This is an optimization exercise on Yosys and OpenROAD, whose aim is small area, a short achievable clock period and few clock cycles per item, not a production implementation.
Function not checked in this run: the RTL went through the layout flow alone.

## run.sh

```bash
#!/bin/bash
# synth_recipe.tcl (not shown) runs the flow's synth.tcl, then flattens the netlist and writes it again
# the make line also repeats each setting of config.mk as NAME=value (left out here)
make -C /OpenROAD-flow-scripts/flow DESIGN_CONFIG=/design/flow/config.mk WORK_HOME=/design/flow/orfs CLKGATE_MAP_FILE= SYNTH_SCRIPT=/design/flow/synth_recipe.tcl finish
```

## config.mk

```make
export PLATFORM = sky130hd
export DESIGN_NAME = cordic_engine
export DESIGN_NICKNAME = cordic_engine
export VERILOG_FILES = /design/flow/design.v
export SDC_FILE = /design/flow/constraint.sdc
export NUM_CORES = 4
export LEC_CHECK = 0
export ABC_AREA = 1
export CAP_MARGIN = 20
export CORE_MARGIN = 2
export CORE_UTILIZATION = 40
export PLACE_DENSITY = 0.6
export SETUP_SLACK_MARGIN = 3.9
export SLEW_MARGIN = 20
```

## constraint.sdc

```tcl
create_clock -name core_clock -period 6.0 [get_ports {clk}]
set_input_delay 1.2000 -clock core_clock [delete_from_list [all_inputs] [get_ports {clk}]]
set_output_delay 1.2000 -clock core_clock [all_outputs]
set_load 0.01 [all_outputs]
```

## design.v

```verilog
module controller(u, v);
  input [7:0] u;
  wire [7:0] u;
  output [15:0] v;
  wire [15:0] v;
  wire n0;
  wire n1;
  wire n10;
  wire n100;
  wire n101;
  wire n102;
  wire n103;
  wire n104;
  wire n105;
  wire n106;
  wire n107;
  wire n108;
  wire n109;
  wire n11;
  wire n110;
  wire n111;
  wire n112;
  wire n113;
  wire n114;
  wire n115;
  wire n116;
  wire n117;
  wire n118;
  wire n119;
  wire n12;
  wire n120;
  wire n121;
  wire n122;
  wire n123;
  wire n124;
  wire n125;
  wire n126;
  wire n127;
  wire n128;
  wire n129;
  wire n13;
  wire n130;
  wire n131;
  wire n132;
  wire n133;
  wire n134;
  wire n135;
  wire n136;
  wire n137;
  wire n138;
  wire n139;
  wire n14;
  wire n140;
  wire n141;
  wire n142;
  wire n143;
  wire n144;
  wire n145;
  wire n146;
  wire n147;
  wire n148;
  wire n149;
  wire n15;
  wire n150;
  wire n151;
  wire n152;
  wire n153;
  wire n154;
  wire n155;
  wire n156;
  wire n157;
  wire n158;
  wire n159;
  wire n16;
  wire n160;
  wire n161;
  wire n162;
  wire n163;
  wire n164;
  wire n165;
  wire n166;
  wire n167;
  wire n168;
  wire n169;
  wire n17;
  wire n170;
  wire n171;
  wire n172;
  wire n173;
  wire n174;
  wire n175;
  wire n176;
  wire n177;
  wire n178;
  wire n179;
  wire n18;
  wire n180;
  wire n181;
  wire n182;
  wire n183;
  wire n184;
  wire n185;
  wire n186;
  wire n187;
  wire n188;
  wire n189;
  wire n19;
  wire n190;
  wire n191;
  wire n192;
  wire n193;
  wire n194;
  wire n195;
  wire n196;
  wire n197;
  wire n198;
  wire n199;
  wire n2;
  wire n20;
  wire n200;
  wire n201;
  wire n202;
  wire n203;
  wire n204;
  wire n205;
  wire n206;
  wire n207;
  wire n208;
  wire n209;
  wire n21;
  wire n210;
  wire n211;
  wire n212;
  wire n213;
  wire n214;
  wire n215;
  wire n216;
  wire n217;
  wire n218;
  wire n219;
  wire n22;
  wire n220;
  wire n221;
  wire n222;
  wire n223;
  wire n224;
  wire n225;
  wire n226;
  wire n227;
  wire n228;
  wire n229;
  wire n23;
  wire n230;
  wire n231;
  wire n232;
  wire n233;
  wire n234;
  wire n235;
  wire n236;
  wire n237;
  wire n238;
  wire n239;
  wire n24;
  wire n240;
  wire n241;
  wire n242;
  wire n243;
  wire n244;
  wire n245;
  wire n246;
  wire n247;
  wire n248;
  wire n249;
  wire n25;
  wire n250;
  wire n251;
  wire n252;
  wire n253;
  wire n254;
  wire n255;
  wire n256;
  wire n257;
  wire n258;
  wire n259;
  wire n26;
  wire n260;
  wire n261;
  wire n262;
  wire n263;
  wire n264;
  wire n265;
  wire n266;
  wire n267;
  wire n268;
  wire n269;
  wire n27;
  wire n270;
  wire n271;
  wire n272;
  wire n273;
  wire n274;
  wire n275;
  wire n276;
  wire n277;
  wire n278;
  wire n279;
  wire n28;
  wire n280;
  wire n281;
  wire n282;
  wire n283;
  wire n284;
  wire n285;
  wire n286;
  wire n287;
  wire n288;
  wire n289;
  wire n29;
  wire n290;
  wire n291;
  wire n292;
  wire n293;
  wire n294;
  wire n295;
  wire n296;
  wire n297;
  wire n298;
  wire n299;
  wire n3;
  wire n30;
  wire n300;
  wire n301;
  wire n302;
  wire n303;
  wire n304;
  wire n305;
  wire n306;
  wire n307;
  wire n308;
  wire n309;
  wire n31;
  wire n310;
  wire n311;
  wire n312;
  wire n313;
  wire n314;
  wire n315;
  wire n316;
  wire n317;
  wire n318;
  wire n319;
  wire n32;
  wire n320;
  wire n321;
  wire n322;
  wire n323;
  wire n324;
  wire n325;
  wire n326;
  wire n327;
  wire n328;
  wire n329;
  wire n33;
  wire n330;
  wire n331;
  wire n332;
  wire n333;
  wire n334;
  wire n335;
  wire n336;
  wire n337;
  wire n338;
  wire n339;
  wire n34;
  wire n340;
  wire n341;
  wire n342;
  wire n343;
  wire n344;
  wire n345;
  wire n346;
  wire n347;
  wire n348;
  wire n349;
  wire n35;
  wire n350;
  wire n351;
  wire n352;
  wire n353;
  wire n354;
  wire n355;
  wire n356;
  wire n357;
  wire n358;
  wire n359;
  wire n36;
  wire n360;
  wire n361;
  wire n362;
  wire n363;
  wire n364;
  wire n365;
  wire n366;
  wire n367;
  wire n368;
  wire n369;
  wire n37;
  wire n370;
  wire n371;
  wire n372;
  wire n373;
  wire n374;
  wire n375;
  wire n376;
  wire n377;
  wire n378;
  wire n379;
  wire n38;
  wire n380;
  wire n381;
  wire n382;
  wire n383;
  wire n384;
  wire n385;
  wire n386;
  wire n387;
  wire n388;
  wire n389;
  wire n39;
  wire n390;
  wire n391;
  wire n392;
  wire n393;
  wire n394;
  wire n395;
  wire n396;
  wire n397;
  wire n398;
  wire n399;
  wire n4;
  wire n40;
  wire n400;
  wire n401;
  wire n402;
  wire n403;
  wire n404;
  wire n405;
  wire n406;
  wire n407;
  wire n408;
  wire n409;
  wire n41;
  wire n410;
  wire n411;
  wire n412;
  wire n413;
  wire n414;
  wire n415;
  wire n416;
  wire n417;
  wire n418;
  wire n419;
  wire n42;
  wire n420;
  wire n421;
  wire n422;
  wire n423;
  wire n424;
  wire n425;
  wire n426;
  wire n427;
  wire n428;
  wire n429;
  wire n43;
  wire n430;
  wire n431;
  wire n432;
  wire n433;
  wire n434;
  wire n435;
  wire n436;
  wire n437;
  wire n438;
  wire n439;
  wire n44;
  wire n440;
  wire n441;
  wire n442;
  wire n443;
  wire n444;
  wire n445;
  wire n446;
  wire n447;
  wire n448;
  wire n449;
  wire n45;
  wire n450;
  wire n451;
  wire n452;
  wire n453;
  wire n454;
  wire n455;
  wire n456;
  wire n457;
  wire n458;
  wire n459;
  wire n46;
  wire n460;
  wire n461;
  wire n462;
  wire n463;
  wire n464;
  wire n465;
  wire n466;
  wire n467;
  wire n468;
  wire n469;
  wire n47;
  wire n470;
  wire n471;
  wire n472;
  wire n473;
  wire n474;
  wire n475;
  wire n476;
  wire n477;
  wire n478;
  wire n479;
  wire n48;
  wire n480;
  wire n481;
  wire n482;
  wire n483;
  wire n484;
  wire n485;
  wire n486;
  wire n487;
  wire n488;
  wire n489;
  wire n49;
  wire n490;
  wire n491;
  wire n492;
  wire n493;
  wire n494;
  wire n495;
  wire n496;
  wire n497;
  wire n498;
  wire n499;
  wire n5;
  wire n50;
  wire n500;
  wire n501;
  wire n502;
  wire n503;
  wire n504;
  wire n505;
  wire n506;
  wire n507;
  wire n508;
  wire n509;
  wire n51;
  wire n510;
  wire n511;
  wire n512;
  wire n513;
  wire n514;
  wire n515;
  wire n516;
  wire n517;
  wire n518;
  wire n519;
  wire n52;
  wire n520;
  wire n521;
  wire n522;
  wire n523;
  wire n524;
  wire n53;
  wire n54;
  wire n55;
  wire n56;
  wire n57;
  wire n58;
  wire n59;
  wire n6;
  wire n60;
  wire n61;
  wire n62;
  wire n63;
  wire n64;
  wire n65;
  wire n66;
  wire n67;
  wire n68;
  wire n69;
  wire n7;
  wire n70;
  wire n71;
  wire n72;
  wire n73;
  wire n74;
  wire n75;
  wire n76;
  wire n77;
  wire n78;
  wire n79;
  wire n8;
  wire n80;
  wire n81;
  wire n82;
  wire n83;
  wire n84;
  wire n85;
  wire n86;
  wire n87;
  wire n88;
  wire n89;
  wire n9;
  wire n90;
  wire n91;
  wire n92;
  wire n93;
  wire n94;
  wire n95;
  wire n96;
  wire n97;
  wire n98;
  wire n99;
  assign n38 = n431 & ~(n39);
  assign n37 = ~((n327 | n441) & n38);
  assign n36 = ~((n98 & n410) | n162);
  assign n35 = n36 | n37;
  assign n34 = ~(n458 & n383);
  assign n33 = n355 & ~(n34);
  assign n32 = n441 & ~(n33);
  assign n31 = n332 ? n33 : n32;
  assign n30 = n494 & ~(n363);
  assign n29 = ~((n133 & n358) | n92);
  assign n28 = n418 | n416;
  assign n27 = ~((n329 & n473) | (n154 & n383));
  assign n26 = ~((n28 | n66) & n27);
  assign n25 = n26 | n29;
  assign n24 = n25 | n37;
  assign n23 = ~((n24 & u[2]) | (n436 & n30));
  assign n22 = ~((n31 | n35) & n23);
  assign v[11] = n22 | n40;
  assign n21 = n364 | ~(n133);
  assign n20 = v[8] | ~(n21);
  assign n19 = n356 | ~(n485);
  assign n18 = u[4] & ~(n499);
  assign n17 = n140 & ~(n18);
  assign n16 = n228 & ~(n441);
  assign n15 = ~((n16 & n239) | (n17 & n19));
  assign n14 = n418 | n480;
  assign n13 = n415 & ~(n292);
  assign n12 = ~((n14 | n330) & n13);
  assign n11 = n18 & ~(u[7]);
  assign n10 = ~((n485 | n490) & n189);
  assign n9 = n10 | n11;
  assign n8 = ~((n216 & n248) | n9);
  assign n7 = n8 & ~(u[1]);
  assign n6 = n318 | n460;
  assign n5 = ~((n468 & n273) | n322);
  assign n4 = n480 & ~(n5);
  assign n3 = n197 | n464;
  assign n2 = ~((n4 & n6) | n3);
  assign n1 = ~((n8 | n334) & n2);
  assign n0 = ~((n7 & n12) | n1);
  assign n524 = ~((n15 | u[0]) & n0);
  assign n523 = n20 & ~(n524);
  assign v[10] = ~((v[3] | n346) & n523);
  assign n522 = ~(n319 | n359);
  assign n521 = ~((n177 | n128) & n522);
  assign n520 = ~((n68 & n474) | (n270 & n383));
  assign n519 = ~((n221 | u[7]) & n520);
  assign n518 = ~((n150 & n236) | (n412 & n494));
  assign n517 = ~((n518 | n207) & n187);
  assign n516 = n519 & ~(n517);
  assign n515 = ~((n325 | n371) & n516);
  assign n514 = ~((n272 | n397) & (n419 | n418));
  assign n513 = n315 & ~(n514);
  assign n512 = ~((n513 | n190) & (n161 | n402));
  assign n511 = ~((n512 | n515) & n247);
  assign n510 = ~((n274 & n479) | n511);
  assign n509 = n512 | u[0];
  assign n508 = ~((n368 & n489) | n463);
  assign n507 = n161 & ~(n82);
  assign n506 = ~((n270 | n347) & n380);
  assign n505 = n459 & ~(n188);
  assign n504 = ~((n505 & n506) | (n507 & n65));
  assign n503 = ~((n508 | n481) & n504);
  assign n502 = ~((n509 & n515) | n503);
  assign n501 = n502 & ~(n510);
  assign v[7] = ~((n521 | v[14]) & n501);
  assign n500 = ~(u[7] | u[6]);
  assign n499 = ~(u[2] & u[3]);
  assign n498 = ~(u[5] & u[4]);
  assign n497 = ~(n498 | n499);
  assign n496 = n500 & ~(n497);
  assign v[15] = ~n496;
  assign n495 = u[3] | ~(u[1]);
  assign n494 = u[5] | u[4];
  assign n493 = n494 ^ u[7];
  assign n492 = n493 | n495;
  assign n491 = u[2] & ~(u[5]);
  assign n490 = ~(u[4] & u[3]);
  assign n489 = ~(n490 & n499);
  assign n488 = u[6] & ~(u[4]);
  assign n487 = u[6] & ~(u[2]);
  assign n486 = n487 | n488;
  assign n485 = u[5] | ~(u[6]);
  assign n484 = ~(u[4] & u[1]);
  assign n483 = ~(n484 | n485);
  assign n482 = ~((n483 | n486) & n489);
  assign n481 = ~u[5];
  assign n480 = ~u[2];
  assign n479 = u[4] | ~(u[3]);
  assign n478 = n480 & ~(n479);
  assign n477 = u[6] | u[1];
  assign n476 = n478 & ~(n477);
  assign n475 = ~(u[4] | u[1]);
  assign n474 = n475 | u[5];
  assign n473 = u[3] & ~(u[7]);
  assign n472 = n477 | ~(n473);
  assign n471 = ~(n472 | n474);
  assign n470 = ~((n476 & n481) | n471);
  assign n469 = ~(n470 & n482);
  assign n468 = u[5] & u[6];
  assign n467 = u[2] | u[3];
  assign n466 = n475 & ~(n467);
  assign n465 = ~(u[5] & u[7]);
  assign n464 = ~n465;
  assign n463 = u[4] & u[7];
  assign n462 = n463 | u[3];
  assign n461 = ~((n462 & n464) | (n466 & n468));
  assign n460 = ~u[1];
  assign n459 = ~u[4];
  assign n458 = u[5] | ~(u[7]);
  assign n457 = u[4] | ~(u[2]);
  assign n456 = n457 | n458;
  assign n455 = ~(u[6] & u[2]);
  assign n454 = ~((n455 | n459) & n456);
  assign n453 = ~((n463 & n460) | n454);
  assign n452 = ~(n453 & n461);
  assign n451 = ~((n469 & n491) | n452);
  assign n450 = u[0] & ~(n483);
  assign n449 = ~((n451 & n492) | n450);
  assign n448 = ~(u[4] & u[2]);
  assign n447 = u[5] & ~(u[3]);
  assign n446 = n447 & ~(n480);
  assign n445 = n448 & ~(n446);
  assign n444 = n494 | u[6];
  assign n443 = u[2] | u[1];
  assign n442 = ~((n443 | n444) & (n445 | n477));
  assign n441 = u[7] | u[6];
  assign n440 = n441 | u[4];
  assign n439 = n440 | u[3];
  assign n438 = ~n466;
  assign n437 = n477 | u[0];
  assign n436 = u[5] | u[3];
  assign n435 = u[2] | ~(u[4]);
  assign n434 = n435 | n436;
  assign n433 = ~((n434 | n437) & (n458 | n438));
  assign n432 = n485 | u[0];
  assign n431 = n432 | n459;
  assign n430 = n431 | u[1];
  assign n429 = n430 & ~(n433);
  assign n428 = ~((n439 | n442) & n429);
  assign n427 = n428 | n449;
  assign n426 = u[6] | ~(u[2]);
  assign n425 = n426 | n490;
  assign n424 = ~(n425 | n427);
  assign n423 = ~(n461 & u[5]);
  assign n422 = ~((n424 & n481) | u[7]);
  assign v[14] = ~((n423 | n424) & n422);
  assign n421 = ~n436;
  assign n420 = u[2] & u[1];
  assign n419 = ~n420;
  assign n418 = u[4] | ~(u[6]);
  assign n417 = n420 | n418;
  assign n416 = ~u[0];
  assign n415 = n441 | n416;
  assign n414 = ~((n415 & n417) | (n419 & u[0]));
  assign n413 = u[7] & u[1];
  assign n412 = u[1] & ~(u[2]);
  assign n411 = u[7] & ~(u[2]);
  assign n410 = n411 | n412;
  assign n409 = n410 & ~(u[4]);
  assign n408 = n409 | n413;
  assign n407 = u[6] & u[1];
  assign n406 = n407 | n487;
  assign n405 = n459 ? u[5] : n495;
  assign n404 = ~((n405 & n406) | (n408 & n447));
  assign n403 = u[0] & ~(n404);
  assign n402 = n479 | u[1];
  assign n401 = n402 | n458;
  assign n400 = n467 | n459;
  assign n399 = ~((n400 | n410) & (n472 | n474));
  assign n398 = n401 & ~(n399);
  assign n397 = ~n487;
  assign n396 = ~n412;
  assign n395 = ~((n396 & u[5]) | n397);
  assign n394 = n458 | n460;
  assign n393 = n435 & ~(u[3]);
  assign n392 = n393 | u[0];
  assign n391 = ~((n392 | n394) & (n395 | n417));
  assign n390 = n391 | ~(n398);
  assign n389 = ~(n390 | n403);
  assign n388 = n485 | n416;
  assign n387 = n480 & ~(n388);
  assign n386 = ~((n387 & n389) | n414);
  assign n385 = n421 & ~(n386);
  assign n384 = n448 & ~(n466);
  assign n383 = ~u[3];
  assign n382 = u[4] & ~(n485);
  assign n381 = n382 | ~(n454);
  assign n380 = u[7] | u[2];
  assign n379 = u[1] | ~(u[4]);
  assign n378 = n426 & ~(n379);
  assign n377 = ~(n378 & n380);
  assign n376 = n498 & ~(n460);
  assign n375 = ~(n376 & n487);
  assign n374 = ~(n375 & n377);
  assign n373 = n381 & ~(n374);
  assign n372 = n383 & ~(n373);
  assign n371 = n372 | n474;
  assign n370 = u[4] & ~(n495);
  assign n369 = n397 & ~(n370);
  assign n368 = ~((n419 | n418) & n369);
  assign n367 = n411 | n447;
  assign n366 = n408 & ~(n367);
  assign n365 = ~((n366 | n368) & n416);
  assign n364 = n371 & ~(n365);
  assign n363 = ~u[7];
  assign n362 = u[5] ? n363 : n415;
  assign n361 = n362 & ~(n364);
  assign n360 = n390 | n403;
  assign n359 = ~(u[0] | u[1]);
  assign n358 = ~n359;
  assign n357 = ~n485;
  assign n356 = u[5] & ~(u[6]);
  assign n355 = ~((n356 & n363) | n357);
  assign n354 = n355 | n489;
  assign n353 = ~((n447 & u[7]) | n457);
  assign n352 = ~((n464 | n383) & n353);
  assign n351 = ~((n352 & n354) | n358);
  assign n350 = n351 | n360;
  assign n349 = ~((n370 | n478) & n500);
  assign n348 = n467 & ~(u[6]);
  assign n347 = u[5] & u[1];
  assign n346 = ~(n347 & u[4]);
  assign n345 = n348 & ~(n346);
  assign n344 = n485 | n480;
  assign n343 = ~((n344 | n479) & n416);
  assign n342 = ~(n343 | n345);
  assign n341 = u[2] | ~(u[3]);
  assign n340 = ~n341;
  assign n339 = ~((n345 | n463) & n340);
  assign n338 = u[0] & ~(n442);
  assign n337 = ~((n338 & n339) | (n342 & n349));
  assign n336 = ~(n337 | n350);
  assign n335 = ~((n361 | n384) & n336);
  assign v[3] = n335 | n385;
  assign n334 = ~(u[0] & u[1]);
  assign n333 = ~((n334 | n383) & n468);
  assign n332 = ~((n333 & u[4]) | (n466 & n468));
  assign n331 = n416 & ~(n444);
  assign n330 = u[5] & u[0];
  assign n329 = n475 & ~(n330);
  assign n328 = ~((n488 & u[5]) | n329);
  assign n327 = n328 & ~(n331);
  assign n326 = n499 | ~(n327);
  assign n325 = ~(n326 & n332);
  assign n324 = n424 | ~(n325);
  assign v[13] = ~(n324 & n363);
  assign n323 = ~((n372 | n469) & n416);
  assign n322 = u[7] & ~(u[4]);
  assign n321 = n489 & ~(u[1]);
  assign n320 = ~((n322 | n357) & n321);
  assign n319 = u[3] | ~(u[4]);
  assign n318 = ~(n319 & n479);
  assign n317 = n500 | u[2];
  assign n316 = u[1] & ~(n317);
  assign n315 = ~((n318 | n464) & n316);
  assign n314 = ~((n458 | n438) & (n498 | n499));
  assign n313 = n315 & ~(n314);
  assign n312 = ~((n313 & n320) | n416);
  assign n311 = ~((n457 | n460) & n435);
  assign n310 = n311 & ~(n481);
  assign n309 = n495 & ~(n441);
  assign n308 = ~((n311 | n347) & n309);
  assign n307 = ~(n308 | n310);
  assign n306 = u[3] & u[1];
  assign n305 = n306 | u[5];
  assign n304 = ~(n305 | n420);
  assign n303 = n363 & ~(n341);
  assign n302 = n303 | ~(n426);
  assign n301 = ~(u[3] & u[1]);
  assign n300 = ~((n301 | n465) & (n459 | n363));
  assign n299 = ~((n302 & n475) | n300);
  assign n298 = n441 | u[3];
  assign n297 = u[2] & ~(u[4]);
  assign n296 = n297 & ~(n359);
  assign n295 = n296 & ~(n298);
  assign n294 = ~(u[5] & u[0]);
  assign n293 = n460 & ~(n294);
  assign n292 = n486 & ~(u[3]);
  assign n291 = ~((n292 & n293) | n295);
  assign n290 = ~((n299 | n304) & n291);
  assign n289 = n290 | n307;
  assign n288 = n289 | n312;
  assign n287 = n323 & ~(n288);
  assign v[8] = ~((n386 | n436) & n287);
  assign n286 = n359 | ~(n334);
  assign n285 = ~(n286 | n341);
  assign n284 = n285 | ~(n407);
  assign n283 = n325 & ~(n284);
  assign n282 = ~((n396 & u[5]) | n306);
  assign n281 = ~((n282 & n406) | (n412 & n421));
  assign n280 = ~(u[4] | u[7]);
  assign n279 = n280 & ~(n481);
  assign n278 = n412 & ~(n279);
  assign n277 = ~((n432 | u[7]) & n278);
  assign n276 = n281 & ~(n277);
  assign n275 = n276 & ~(n283);
  assign n274 = ~(n275 | n427);
  assign n273 = u[4] | u[1];
  assign n272 = u[5] | u[1];
  assign n271 = ~((n272 | n459) & (n273 | n481));
  assign n270 = ~(u[7] & u[2]);
  assign n269 = ~(n270 & n383);
  assign n268 = n347 | n455;
  assign n267 = n268 | n269;
  assign n266 = u[5] & ~(n443);
  assign n265 = n499 | u[4];
  assign n264 = n500 & ~(n265);
  assign n263 = n264 | ~(n401);
  assign n262 = ~((n266 & n489) | n263);
  assign n261 = ~((n267 | n271) & n262);
  assign n260 = ~n319;
  assign n259 = n472 & ~(n463);
  assign n258 = ~((n270 | u[1]) & n259);
  assign n257 = n460 ? n363 : n426;
  assign n256 = n395 | ~(n257);
  assign n255 = ~((n256 & n260) | (n258 & n305));
  assign n254 = n255 & ~(n261);
  assign v[2] = ~((n254 | n416) & n274);
  assign n253 = ~n443;
  assign n252 = ~((n253 | n447) & u[4]);
  assign n251 = n348 | ~(n458);
  assign n250 = n388 & ~(n251);
  assign n249 = ~n265;
  assign n248 = ~n411;
  assign n247 = n363 & ~(n477);
  assign n246 = n467 & ~(n247);
  assign n245 = ~((n248 | n475) & n246);
  assign n244 = ~((n249 & u[6]) | n245);
  assign n243 = ~((n244 | n294) & (n250 | n252));
  assign n242 = n243 | n364;
  assign n241 = ~n490;
  assign n240 = n286 | u[6];
  assign n239 = n240 ? n241 : n280;
  assign n238 = u[6] ? u[4] : u[7];
  assign n237 = ~n238;
  assign n236 = ~(u[3] | u[1]);
  assign n235 = n236 & ~(n480);
  assign n234 = ~((n235 & n237) | n285);
  assign n233 = n234 & ~(n239);
  assign n232 = n481 & ~(n233);
  assign n231 = n232 & ~(n303);
  assign n230 = u[0] & ~(u[3]);
  assign n229 = ~n264;
  assign n228 = ~(n265 & u[5]);
  assign n227 = u[1] & ~(n500);
  assign n226 = n227 & n311;
  assign n225 = ~n226;
  assign n224 = ~((n225 | n228) & (n229 | n347));
  assign n223 = n394 & n440;
  assign n222 = n412 & ~(n223);
  assign n221 = u[2] & ~(n355);
  assign n220 = n463 ? n460 : n306;
  assign n219 = n220 | n221;
  assign n218 = ~((n219 | n222) & (n224 | n230));
  assign n217 = n231 | ~(n218);
  assign v[5] = n217 | n242;
  assign n216 = n459 & ~(n436);
  assign n215 = ~n216;
  assign n214 = ~((n341 | n444) & n215);
  assign n213 = ~((n324 & n363) | n214);
  assign n212 = ~n468;
  assign n211 = ~((n212 & n479) | (n488 & u[5]));
  assign n210 = n272 & ~(n480);
  assign n209 = ~((n210 & n432) | n319);
  assign n208 = ~((n209 | n211) & n363);
  assign n207 = ~u[6];
  assign n206 = ~n455;
  assign n205 = ~n447;
  assign n204 = ~((n446 & n207) | (n205 & n206));
  assign n203 = ~((n204 | n359) & n208);
  assign v[12] = n213 ? n208 : n203;
  assign n202 = u[2] & ~(u[3]);
  assign n201 = n202 & n427;
  assign n200 = n201 & n318;
  assign n199 = ~((n394 | n416) & n437);
  assign n198 = ~((n201 | n318) & n199);
  assign n197 = n463 & ~(n495);
  assign n196 = n197 | n292;
  assign n195 = n196 & ~(u[5]);
  assign n194 = u[4] ? u[1] : u[3];
  assign n193 = ~((n301 & n397) | u[4]);
  assign n192 = n193 | n340;
  assign n191 = n192 & ~(n194);
  assign n190 = ~n479;
  assign n189 = ~n356;
  assign n188 = u[7] ? n190 : n189;
  assign n187 = ~((n370 & n468) | n416);
  assign n186 = ~((n188 | n273) & n187);
  assign n185 = n186 | n191;
  assign n184 = n379 | ~(n446);
  assign n183 = n416 & ~(n483);
  assign n182 = n183 & ~(n345);
  assign n181 = ~(n182 & n184);
  assign n180 = ~((n181 | n222) & (n185 | n195));
  assign n179 = n400 & n499;
  assign n178 = n331 | ~(n179);
  assign n177 = u[2] & ~(u[0]);
  assign n176 = u[5] & ~(n297);
  assign n175 = ~((n176 & n484) | (n177 & n178));
  assign n174 = n479 ? n363 : n441;
  assign n173 = ~n281;
  assign n172 = n491 & ~(n416);
  assign n171 = n473 | ~(n477);
  assign n170 = ~((n171 & n172) | (n237 & n173));
  assign n169 = ~((n174 | n175) & n170);
  assign n168 = n180 & ~(n169);
  assign v[1] = ~((n198 | n200) & n168);
  assign n167 = ~(n270 & n330);
  assign n166 = ~((n324 & n363) | n167);
  assign n165 = ~n372;
  assign n164 = ~n279;
  assign n163 = ~((n164 & v[8]) | n165);
  assign n162 = u[5] & ~(u[2]);
  assign n161 = ~(n162 | n491);
  assign n160 = ~((n161 & u[6]) | n280);
  assign n159 = ~(n160 | n495);
  assign n158 = n298 | n480;
  assign n157 = ~((n158 & n425) | u[5]);
  assign n156 = ~(n479 & u[7]);
  assign n155 = ~(n494 & n480);
  assign n154 = ~n444;
  assign n153 = ~((n340 & n154) | u[0]);
  assign n152 = ~((n155 | n156) & n153);
  assign n151 = n152 | n157;
  assign n150 = n475 | n491;
  assign n149 = n382 | ~(n444);
  assign n148 = ~((n149 & n363) | n150);
  assign n147 = ~((n265 & u[0]) | n464);
  assign n146 = ~((n147 | n148) & (n151 | n159));
  assign n145 = n146 | n163;
  assign n144 = ~((n344 & n465) | n416);
  assign n143 = n144 | n454;
  assign n142 = n272 & ~(n293);
  assign n141 = n499 & ~(n142);
  assign n140 = ~(n273 & n484);
  assign n139 = ~((n140 & n363) | (n359 & n464));
  assign n138 = ~(n463 | n487);
  assign n137 = ~n347;
  assign n136 = ~((n162 | n306) & n137);
  assign n135 = ~n136;
  assign n134 = ~((n135 | n138) & (n139 | n426));
  assign n133 = n379 | n436;
  assign n132 = n133 & n462;
  assign n131 = ~((n132 & n134) | (n141 & n143));
  assign v[6] = ~((n145 | n166) & n131);
  assign n130 = n350 & ~(n477);
  assign n129 = n371 & ~(n130);
  assign n128 = ~n477;
  assign n127 = n481 ? n128 : n253;
  assign n126 = n457 & ~(n447);
  assign n125 = ~((n421 | n297) & n441);
  assign n124 = n425 & ~(u[1]);
  assign n123 = ~((n124 & n125) | (n126 & n496));
  assign n122 = ~((n127 & n451) | n123);
  assign n121 = n236 | ~(n468);
  assign n120 = ~((n121 | n179) & u[0]);
  assign n119 = n194 | n426;
  assign n118 = ~((n446 & n475) | n412);
  assign n117 = ~(n155 & n363);
  assign n116 = ~((n118 & n119) | n117);
  assign n115 = n426 & ~(n460);
  assign n114 = n236 | n498;
  assign n113 = n497 | ~(n434);
  assign n112 = n183 & ~(n113);
  assign n111 = ~((n114 | n115) & n112);
  assign n110 = ~((n111 | n116) & (n120 | n122));
  assign n109 = ~(u[4] & u[0]);
  assign n108 = n167 & n413;
  assign n107 = ~((n109 | u[5]) & n108);
  assign n106 = ~n491;
  assign n105 = ~((n334 | n383) & (n106 | n495));
  assign n104 = u[3] & ~(n456);
  assign n103 = n104 | n476;
  assign n102 = ~((n105 & n488) | n103);
  assign n101 = ~((n107 | n178) & n102);
  assign n100 = n110 & ~(n101);
  assign v[0] = ~((n129 | n467) & n100);
  assign n99 = ~n224;
  assign n98 = ~n236;
  assign n97 = n341 | n463;
  assign n96 = u[6] | ~(u[4]);
  assign n95 = ~((n96 & n458) | (n97 & n98));
  assign n94 = n468 & ~(n379);
  assign n93 = ~((n94 | n95) & n467);
  assign n92 = u[5] | u[7];
  assign n91 = ~((n92 | n301) & (n137 | n473));
  assign n90 = ~((n91 | n271) & n487);
  assign n89 = u[4] & ~(n272);
  assign n88 = n279 | n298;
  assign n87 = u[5] ? u[1] : u[6];
  assign n86 = ~((n87 & n249) | n416);
  assign n85 = ~((n88 | n89) & n86);
  assign n84 = n90 & ~(n85);
  assign n83 = n354 | ~(n252);
  assign n82 = n280 | n301;
  assign n81 = n413 | n468;
  assign n80 = n82 & ~(n81);
  assign n79 = u[2] & ~(n236);
  assign n78 = ~((n301 | n212) & n79);
  assign n77 = n478 & ~(n240);
  assign n76 = n416 & ~(n77);
  assign n75 = ~((n78 | n80) & n76);
  assign n74 = n83 & ~(n75);
  assign n73 = ~((n74 & n99) | (n84 & n93));
  assign n72 = n270 | n475;
  assign n71 = ~((n72 | n216) & n461);
  assign n70 = n71 | n433;
  assign v[9] = n70 | n73;
  assign n69 = ~n307;
  assign n68 = n347 | ~(n272);
  assign n67 = n68 & ~(n207);
  assign n66 = n495 | n481;
  assign n65 = n490 | ~(n441);
  assign n64 = ~(n65 & n66);
  assign n63 = ~((n64 | n67) & n317);
  assign n62 = ~n467;
  assign n61 = ~((n92 & n207) | n379);
  assign n60 = n61 | ~(n223);
  assign n59 = u[0] & ~(n197);
  assign n58 = ~((n341 | n465) & n59);
  assign n57 = ~((n60 & n62) | n58);
  assign n56 = ~((n340 & n460) | n190);
  assign n55 = ~((n420 | n205) & n56);
  assign n54 = ~(n465 & n418);
  assign n53 = ~(n54 & n98);
  assign n52 = n416 & ~(n95);
  assign n51 = ~((n53 | n193) & n52);
  assign n50 = ~((n55 & u[6]) | n51);
  assign n49 = ~((n50 & n69) | (n57 & n63));
  assign n48 = n158 | n172;
  assign n47 = n48 & ~(n471);
  assign n46 = n54 | n136;
  assign n45 = n236 | n441;
  assign n44 = n45 | n177;
  assign n43 = ~((n44 & n136) | u[4]);
  assign n42 = ~((n43 & n46) | n283);
  assign n41 = ~((n47 | n232) & n42);
  assign v[4] = n41 | n49;
  assign n40 = n387 & ~(n360);
  assign n39 = ~((n319 | n212) & (n485 | n490));
endmodule
module cordic_engine
#(
    parameter IO_BW=32
)
(
    clk,
    rst_n,
    phase,
    mode,
    pop,
    valid_in,
    valid_out,
    result
);
input   clk;
input   rst_n;
input   valid_in;
input   [IO_BW-1:0] phase;
input   [2:0] mode;
output  [IO_BW-1:0] result;
output reg valid_out;
output reg pop;
wire [9:0] p = phase[9:0];
wire dbl = (mode == 3'd2) | (mode == 3'd3) | (mode == 3'd4);    
wire zer = (mode > 3'd4);
function gt;
    input [9:0] a;
    input [9:0] k;
    integer i;
    begin
        gt = 1'b0;
        for (i = 0; i < 10; i = i + 1)
            gt = k[i] ? (a[i] & gt) : (a[i] | gt);
    end
endfunction
wire g1 = gt(p, 10'd90),  g2 = gt(p, 10'd180), g3 = gt(p, 10'd270), g4 = gt(p, 10'd360);
wire g5 = gt(p, 10'd450), g6 = gt(p, 10'd540), g7 = gt(p, 10'd630);
wire [2:0] r = {g4, (g2 & ~g4) | g6, (g1 & ~g2) | (g3 & ~g4) | (g5 & ~g6) | g7};
wire [7:0] pp = zer ? 8'd0 : dbl ? {p[6:0], 1'b0} : p[7:0];
reg       v1;
reg [7:0] pp1;
reg [2:0] r1;
reg       c0, c1, c2, c3, c4;    
always @(posedge clk) begin
    if (!rst_n) begin
        v1  <= 1'b0;
        pop <= 1'b1;
    end else begin
        v1  <= valid_in;
        pop <= 1'b0;
    end
    pp1 <= pp;
    r1  <= r;
    c0  <= (mode == 3'd0);
    c1  <= (mode == 3'd1);
    c2  <= (mode == 3'd2);
    c3  <= (mode == 3'd3);
    c4  <= (mode == 3'd4);
end
wire [9:0] lut;
assign lut[0] = (c0 & ((r1[1]))) |
    (c1 & ((~r1[1]))) |
    ((c2 | c3) & ((~r1[0]))) |
    (c4 & ((r1[0])));
assign lut[1] = 1'b0;
assign lut[2] = c1 |
    (c2 | c3);
assign lut[3] = (c0 & ((~r1[2] & r1[1]) | (r1[2] & ~r1[1]))) |
    (c1 & ((~r1[2] & r1[1]) | (r1[2] & ~r1[1]))) |
    ((c2 | c3) & ((~r1[1] & r1[0]) | (r1[1] & ~r1[0]))) |
    (c4 & ((~r1[1] & r1[0]) | (r1[1] & ~r1[0])));
assign lut[4] = (c0 & ((r1[2]))) |
    (c1 & ((~r1[1]))) |
    ((c2 | c3) & ((~r1[2] & ~r1[0]) | (r1[2] & r1[0]))) |
    (c4 & ((~r1[2] & r1[1]) | (r1[2] & ~r1[1])));
assign lut[5] = (c0 & ((~r1[2] & r1[1]))) |
    (c1 & ((~r1[2] & ~r1[1]) | (r1[2] & r1[1]))) |
    ((c2 | c3) & ((~r1[2] & ~r1[1] & ~r1[0]) | (~r1[2] & r1[1] & r1[0]) | (r1[2] & ~r1[1] & r1[0]) | (r1[2] & r1[1] & ~r1[0]))) |
    (c4 & ((~r1[1] & r1[0]) | (r1[2] & ~r1[1]) | (r1[2] & r1[0])));
assign lut[6] = (c0 & ((r1[1]))) |
    (c1 & ((r1[1]))) |
    ((c2 | c3) & ((~r1[2] & r1[0]) | (~r1[1] & r1[0]) | (r1[2] & r1[1] & ~r1[0]))) |
    (c4 & ((~r1[2] & r1[0]) | (r1[2] & r1[1] & ~r1[0])));
assign lut[7] = (c0 & ((r1[2]))) |
    (c1 & ((~r1[2] & ~r1[1]) | (r1[2] & r1[1]))) |
    ((c2 | c3) & ((~r1[1] & ~r1[0]) | (~r1[2] & r1[1] & r1[0]) | (r1[2] & ~r1[0]))) |
    (c4 & ((r1[1])));
assign lut[8] = (c0 & ((r1[1]))) |
    (c1 & ((~r1[1]))) |
    ((c2 | c3) & ((~r1[0]))) |
    (c4 & ((r1[0])));
assign lut[9] = (c0 & ((r1[2]))) |
    (c1 & ((~r1[2] & r1[1]) | (r1[2] & ~r1[1]))) |
    (c2 & ((~r1[1] & ~r1[0]) | (r1[1] & r1[0]))) |
    (c3 & ((~r1[1] & r1[0]) | (r1[1] & ~r1[0]))) |
    (c4 & ((r1[1])));
wire [7:0] u = (pp1 ^ {8{lut[8]}}) + lut[7:0];
reg       v2, inv2, sh2, m23_2, isx2;
reg [7:0] u2;
always @(posedge clk) begin
    if (!rst_n) v2 <= 1'b0;
    else        v2 <= v1;
    u2    <= u;
    inv2  <= lut[9] & ~(c4 & (r1 == 3'd3) & (pp1 == 8'd208));
    sh2   <= c2 | c3 | c4;
    m23_2 <= c2 | c3;
    isx2  <= c1 | c2 | c3;
end
wire [15:0] t;
controller controller (.u(u2), .v(t));
wire sp = isx2 & (u2 == 8'd90);
reg        v3, inv3, sh3, m23_3;
reg [15:0] t3;
always @(posedge clk) begin
    if (!rst_n) v3 <= 1'b0;
    else        v3 <= v2;
    t3    <= {t[15:3], sp ? 3'b100 : t[2:0]};
    inv3  <= inv2;
    sh3   <= sh2;
    m23_3 <= m23_2;
end
reg  [14:0] r_lo;
reg         r15, rs, rsv;
always @(posedge clk) begin
    if (!rst_n) valid_out <= 1'b0;
    else        valid_out <= v3;
    r_lo <= (sh3 ? t3[15:1] : t3[14:0]) ^ {15{inv3}};
    r15  <= sh3 ? (m23_3 ^ inv3) : (t3[15] ^ inv3);
    rs   <= ~m23_3 & inv3;
    rsv  <= ~m23_3 & inv3 & v3;    
end
assign result = {{8{rs}}, {8{rsv}}, r15, r_lo};
endmodule
```

==> results.txt <==
[path summary, 6_finish.rpt]
check,from,end,slack (ns),depth (start not counted)
hold reg to reg,inv2$_DFF_P_,inv3$_DFF_P_,0.32,0
setup reg to reg,u2[4]$_DFF_P_,t3[7]$_DFF_P_,3.67,13
hold / removal,inv2$_DFF_P_,inv3$_DFF_P_,0.32,0
setup / recovery,u2[4]$_DFF_P_,t3[7]$_DFF_P_,3.67,13
[kinds of logic after synthesis]
family,count (synthesis)
AO/OA/AOI/OAI,189
XOR/XNOR,30
adder cells (fa/ha/maj),32
buffers and inverters,172
flip-flops,70
multiplexers,2
AND/OR/NAND/NOR,401
[worst max-delay path, delay by kind of cell (launching register included)]
kind,cells,cell delay (ns)
AND/OR/NAND/NOR,7,0.77
AO/OA/AOI/OAI,2,0.45
buffers and inverters,3,0.41
flip-flops,1,0.37
adder cells (fa/ha/maj),1,0.21
[layer usage]
metal	up-vias	share of wire [%]	GRT usage, %
met3	164	15	11.2
met2	589	39	46.3
met1	3063	39	43.0
met5	-	0	0
li1	3116	-	-
met4	0	6.9	18.4
[what timing repair did]
action	4_1_cts	5_1_grt
endpoints found under the setup margin	66	44
gates resized for setup	224	80
buffers inserted	31	15
endpoints found under the hold margin	0	0
pin swaps	13	17
gates cloned	1	5
[flip-flops by register name, summed over array words and instances, names as in the netlist, 3 cells and up]
signal,cells
r1,3
pp1,8
r_lo,15
t3,16
u2,8
[power by group]
part	switching [mW]	internal [mW]
sequential	0.0971	0.635
combinational	2.26	1.16
clock	0.198	0.367
[final cells by class]
cell class	instances	share of cell area (%)
well taps	180	3.04
multi-input cells	655	52.9
clock inverters	6	1.26
inverters	122	6.91
clock buffers	10	3.09
repair buffers	108	13.4
flip-flops and latches	70	19.4
[synthesized netlist by cell type, types with 2 or more instances]
| master | count | area share [%] |
|---|---|---|
| sky130_fd_sc_hd__a21o_1 | 2 | 0.26 |
| sky130_fd_sc_hd__a21oi_1 | 49 | 4.3 |
| sky130_fd_sc_hd__a31oi_1 | 8 | 0.87 |
| sky130_fd_sc_hd__buf_1 | 2 | 0.13 |
| sky130_fd_sc_hd__buf_2 | 13 | 1.1 |
| sky130_fd_sc_hd__buf_4 | 21 | 2.7 |
| sky130_fd_sc_hd__buf_6 | 8 | 1.6 |
| sky130_fd_sc_hd__clkbuf_1 | 6 | 0.39 |
| sky130_fd_sc_hd__dfxtp_1 | 70 | 24 |
| sky130_fd_sc_hd__ha_1 | 31 | 6.7 |
| sky130_fd_sc_hd__inv_1 | 113 | 7.4 |
| sky130_fd_sc_hd__inv_2 | 9 | 0.59 |
| sky130_fd_sc_hd__mux2i_1 | 2 | 0.35 |
| sky130_fd_sc_hd__nand2_1 | 199 | 13 |
| sky130_fd_sc_hd__nand2_2 | 7 | 0.76 |
| sky130_fd_sc_hd__nand3_1 | 58 | 5.0 |
| sky130_fd_sc_hd__nand4_1 | 15 | 1.6 |
| sky130_fd_sc_hd__nor2_1 | 82 | 5.4 |
| sky130_fd_sc_hd__nor2_2 | 8 | 0.87 |
| sky130_fd_sc_hd__nor2_4 | 3 | 0.59 |
| sky130_fd_sc_hd__nor3_1 | 14 | 1.2 |
| sky130_fd_sc_hd__nor3b_1 | 3 | 0.39 |
| sky130_fd_sc_hd__nor4_1 | 5 | 0.54 |
| sky130_fd_sc_hd__o2111ai_1 | 9 | 1.4 |
| sky130_fd_sc_hd__o211ai_1 | 9 | 1.2 |
| sky130_fd_sc_hd__o21ai_0 | 81 | 7.1 |
| sky130_fd_sc_hd__o21ai_1 | 3 | 0.26 |
| sky130_fd_sc_hd__o221ai_1 | 2 | 0.30 |
| sky130_fd_sc_hd__o22ai_1 | 8 | 0.87 |
| sky130_fd_sc_hd__o311ai_0 | 3 | 0.46 |
| sky130_fd_sc_hd__o31ai_1 | 7 | 0.91 |
| sky130_fd_sc_hd__o32ai_1 | 2 | 0.30 |
| sky130_fd_sc_hd__or2_2 | 3 | 0.33 |
| sky130_fd_sc_hd__xnor2_1 | 2 | 0.30 |
| sky130_fd_sc_hd__xor2_1 | 27 | 4.1 |
[per-stage QoR]
step,std cells,worst slack (ns)
floorplan,896,3.91
global placement,1083,2.93
detailed placement,1083,3.05
CTS,1131,3.83
global route,1151,3.71
finish,1151,3.67
==> run_results.csv <==
group,metric,value,unit
finish,layout-drive-gt1-share,24.9,%
global_route,grt.total_usage,32.7,%
sta,rsz0062_at_grt,"yes",
placement,post_dp_cell_area,6190,um2
routing,ant_nets,0,
synth,share_of_the_synthesized_area_in_compound_gates_ao_oa_aoi_oai,19.0,%
synth,seq_area_frac_synth,24.4,%
floorplanning,io-pin-count,72,
sta,fin_setup_tns,0,ns
synth,synth-edff-count,0,
power_and_ir_drop,ir_worst_vdd,0.328,mV
clocking,clock_sink_count,70,
clocking,clk_latency,0.34,ns
clocking,clk_transition_reported_paths,0.06,ns
worst_setup_path,critPathCaptureType,"flop",
routing,detail_route.vias_per_cell,6.02,
placement,hpwl_after_detailed_placement,17.5,mm
sta,hold_viol_final,0,
finish,multi_input_area,3930,um2
worst_setup_path,start_kind,"flop",
worst_hold_path,min_path_type,"flop to flop",
finish,final_util,53.2,%
synth,synth_top_family_by_area,"simple AND/OR/NAND/NOR gates",
synth,average_instance_area_after_synthesis,6.42,um2
global_route,grt_pass1_vias,6299,
routing,wirelength,25.6,mm
placement,place_congestion,1.07,
sta,skew,0.00670,ns
power_and_ir_drop,fin_total_pwr,4.72,mW
clocking,cts_tree,"done",
sta,final_max_slew_viol_count,0,
finish,register_area,1440,um2
sta,achievable-frequency,429,MHz
clocking,clock_tree.root_cell,"sky130_fd_sc_hd__clkbuf_16",
synth,syn-instance-count,896,
sta,timing.final.setup_violations,0,
worst_setup_path,slowest_delay,0.37,ns
floorplanning,floorplan.initialDensity,41.3,%
synth,number_of_flip_flops_and_latches_in_the_synthesized_netlist,70,
global_route,first_pass_grt_wire_length,36.5,mm
worst_setup_path,data_arrival_critical_path,2.55,ns
synth,synthDistinctLibCells,47,
sta,final_period_minus_worst_setup_slack,2.33,ns
synth,mux_contribution_to_synthesized_area,0.348,%
global_route,grt_antenna_before_repair,0,
floorplanning,chip_width,124,um
sta,worst_slew_pin_slew,0.839,ns
power_and_ir_drop,powerDensity,636,nW/um2
worst_setup_path,cp_common_cell,"sky130_fd_sc_hd__nand2_1",
clocking,max-clock-path-buffers,2,
worst_setup_path,timing.critical_path.fanout_max,8,
finish,most_frequent_cells_in_the_layout,"sky130_fd_sc_hd__nand2_1 (187), sky130_fd_sc_hd__inv_1 (93), sky130_fd_sc_hd__nor2_1 (71)",
synth,synth_adder_area_share,7.09,%
placement,place.port_buffers,49,
worst_setup_path,crit_path_cell_trace,"clkinvlp_4 -> buf_4 -> ha_4 -> nand2_1 -> nor2_1 -> a31oi_1 -> nand2_1 -> nor2_4 -> nand2_2 -> inv_2 -> nand3_2 -> a21oi_2 -> nand2_1",
clocking,ctsHtreeMaxLevel,3,
worst_setup_path,crit_type,"flop to flop",
global_route,grt_start_max_net_pins,31,
finish,most_frequent_standard_cell_in_the_layout_excluding_fill_and_tap_cells,"sky130_fd_sc_hd__nand2_1",
routing,dr_total_vias,6932,
clocking,cts.hold.buffers_added,0,
worst_setup_path,critical_path_required,6.22,ns
synth,synthesis.nets,966,
finish,nNetsFinal,1036,
synth,yosys_warnings,1,
floorplanning,die_area,15300,um2
routing,routedWlPerCell,22.2,um
flow_run,cap_viol_max_count,0,
synth,synthesized_area_fraction_occupied_by_and_or_nand_nor_cells,30.3,%
finish,fin_area,7420,um2
finish,insertedDiodeCount,0,
routing,dr.pass1.iters,8,
floorplanning,die_y,124,um
sta,fin_crit_sh,38.8,%
sta,slew-limit-headroom,44.0,%
synth,synth_top_flop_cell,"sky130_fd_sc_hd__dfxtp_1",
power_and_ir_drop,power.static_leakage,3.56,nW
finish,num-fill-cells,1402,
synth,asyncSetResetFlopFracSynth,0,%
floorplanning,rows,43,
sta,hold-worst-slack,0.321,ns
routing,drt_first_iter_violations,865,
clocking,number_of_buffers_created_by_cts,9,
finish,area_overhead_vs_synth,29.1,%
synth,post_synth_instance_area,5750,um2
synth,yosys.area_share.xor_xnor,4.90,%
outcome,status,"finished clean",
global_route,global_route.overflow_total,0,
worst_setup_path,slowest_stage,"sky130_fd_sc_hd__dfxtp_4",
routing,count_of_unresolved_drc_violations_after_routing,0,
floorplanning,coreArea,13900,um2

==> separate check: timing with driven ports <==
How much do the figures lean on ideal ports? The routed layout below was timed once more, with nothing changed but the port constraints. Step 1, drivers: a clkbuf_16 drives clk and a buf_2 each remaining input, both assumed. Step 2, shift: input delay + t, output delay - t, t = (earliest + latest rising clock arrival at the registers) / 2. This alone moves slack from input paths to output paths. Slacks: ideal / step 1 / step 2; pairs: ideal / step 1.
t, ns: 0.374
setup WS [ns]: 3.671 / 3.671 / 3.666
clock arrival spread, ns: 0.007 / 0.007
cell pins on the clock port's net: 1
After both steps this run still meets setup and hold. For this run, drivers alone change the setup slack by 0.000 ns; drivers and shift together by -0.005 ns.
